Context: an optimization exercise on an open-source flow, tuned for small area and a short achievable clock period. The choices shown serve that exercise and are no tape-out recipe.
The RTL was checked by simulation tests, not by an equivalence proof against the original design.
No activity file was given, so power comes from the tool's default toggle rates.

run A:
// CPU
module CPU(
    input clk,
    input rst,
    input [31:0] PrRD,
    input [15:10] HWInt,
    output [31:0] PrAddr,
    output [31:0] PrWD,
    output PrWe,
    output [12:2] IAddr,
    input [31:0] IRD,
    output [11:2] DAddr,
    output [3:0] DBE,
    output [31:0] DWD,
    output DWe,
    input [31:0] DRD
    );
Size in the first run: roughly 9000 cells after synthesis, about 1700 flip-flops, ~230 I/O pins, ~94000 um2 of cells after synthesis.
export LEC_CHECK = 0
export CAP_MARGIN = 20
export CORE_MARGIN = 2
export CORE_UTILIZATION = 50
export GPL_ROUTABILITY_DRIVEN = 1
export PLACE_DENSITY = 0.6
export SLEW_MARGIN = 20
create_clock -name core_clock -period 12.0 [get_ports {clk}]
standard.sh (not shown) runs the stock make flow with config.mk's settings and CLKGATE_MAP_FILE= SYNTH_SCRIPT=/design/flow/synth_recipe.tcl, a recipe that flattens the netlist after the stock synthesis.
==> flow/flow/run.sh <==
#!/bin/bash
# Own flow: the standard layout (standard.sh, standard synthesis
# unchanged) with two changes to how the layout is made:
#  - the port buffers that placement inserts are buf_2 cells (ORFS's
#    default choice here is a delay cell, clkdlybuf4s50_1);
#  - timing repair aims for a setup slack margin of 5.8 ns.
# The SDC, clock period, IO delays and loads are the standard flow's, unchanged.
set -euo pipefail
export BUFFER_PORTS_ARGS="-buffer_cell sky130_fd_sc_hd__buf_2"
bash standard.sh SETUP_SLACK_MARGIN=5.8 finish > standard_flow.log 2>&1
For run B, these inputs were changed with respect to run A:
- an added SETUP_SLACK_MARGIN of 5
- a change of PLACE_DENSITY from 0.6 to 0.42
- a change of CORE_UTILIZATION from 50 to 30
==> flow/run.sh (new file) <==
#!/bin/bash
# synth_recipe.tcl (not shown) runs the flow's synth.tcl, then flattens the netlist and writes it again
# the make line also repeats each setting of config.mk as NAME=value (left out here)
make -C /OpenROAD-flow-scripts/flow DESIGN_CONFIG=/design/flow/config.mk WORK_HOME=/design/flow/orfs CLKGATE_MAP_FILE= SYNTH_SCRIPT=/design/flow/synth_recipe.tcl finish
removed: flow/flow/run.sh
removed: flow/standard.sh
--- outcome ---
- Max clock latency on the worst-skew pair across run A and run B: run B
- Power density normalized to cell area of run B is on par with run A.
- Lower filler cell count in the final layout was reported by run A, not run B.
- Number of antenna repair diodes: run B > run A
- Run A → run B: final area increased by about 3.7% relative to the old numbers, post-route total power went up by 0.00068 W.
### run B -> run C
- a change of PLACE_DENSITY from 0.42 to 0.55
- a deleted SETUP_SLACK_MARGIN that had been 5
- a change of CORE_UTILIZATION from 30 to 45
==> flow/flow/run.sh (new file) <==
#!/bin/bash
# Own flow: the standard layout (standard.sh, standard synthesis
# unchanged) with two changes to how the layout is made:
#  - the port buffers that placement inserts are buf_2 cells (ORFS's
#    default choice here is a delay cell, clkdlybuf4s50_1);
#  - timing repair aims for a setup slack margin of 6.25 ns.
# The SDC, clock period, IO delays and loads are the standard flow's, unchanged.
set -euo pipefail
export BUFFER_PORTS_ARGS="-buffer_cell sky130_fd_sc_hd__buf_2"
bash standard.sh SETUP_SLACK_MARGIN=6.25 finish > standard_flow.log 2>&1
==> flow/standard.sh (new file) <==
#!/bin/bash
# synth_recipe.tcl (not shown) runs the flow's synth.tcl, then flattens the netlist and writes it again
# the make line also repeats each setting of config.mk as NAME=value (left out here)
make -C /OpenROAD-flow-scripts/flow DESIGN_CONFIG=/design/flow/config.mk WORK_HOME=/design/flow/orfs CLKGATE_MAP_FILE= SYNTH_SCRIPT=/design/flow/synth_recipe.tcl "${@:-finish}"
removed: flow/run.sh
[summary]
Going from run B to run C, count of clock-buffer cells in the layout fell by 14%, core utilization picked up an extra 17 points, per-cell routed wire length rose by about 1.6%, multi-input logic portion of the cell area climbed 1.1 points, headroom to the max-slew limit decreased by 0.97 points relative to the old numbers.
Run C consumes less power than run B does.
STATUS post-placement setup slack: run C wins against run B
Comparing run C and run B, power share of the clock group is higher on run B.
### run C -> run D
- setting CTS_CLUSTER_SIZE to 20 for the first time
- setting CTS_CLUSTER_DIAMETER to 70 for the first time
## What came out
Diff run C -> run D | static leakage | decrease of 0.74 nW
Run D reports a lower met3 layer usage reported by global route than run C does.
Maximum clock skew at final layout was higher in the run labelled run D.
Run C -> run D: count of distinct cell types in the synthesized netlist delta 0, exact match
On source-to-sink clock delay at the later pin of the worst-skew pair, run D and run C are neck and neck.
The higher post-synthesis to final-layout area growth came out of run C.
Combinational share of power in run D is 1.6 points above run C.
Re count of cell instances traversed by the critical path: run D is 10 down on run C.
Taking run C as the reference, in run D overall track demand over capacity in global routing saw little to no change, core utilization -0.72 points.

-- port drivers added, routing unchanged --
The flow's constraints put no driver on any port. The routed layouts listed below were extracted and timed again, unchanged, in two steps.
Step 1 assumes that a clkbuf_16 drives the clock port and a buf_2 every other input.
Step 2 times the ports against the registers' clock, not the clock port: input delays grow and output delays shrink by t, the midpoint of the rising clock arrivals with the driver on.
Three values: ideal, step 1, step 2; two values: the first two.
run | shift t [ns] | setup slack, ns | worst setup path at the end
run A | 0.962 | 5.558 / 5.558 / 5.558 | register to register
run B | 0.984 | 5.058 / 5.032 / 5.032 | input to output
run C | 0.959 | 6.036 / 6.008 / 5.606 | input to register
run D | 0.948 | 6.034 / 5.998 / 5.615 | input to register
After both steps setup and hold are still met in every run listed. For run C, which loses most, drivers alone change the setup slack by -0.028 ns; drivers and shift together by -0.430 ns.
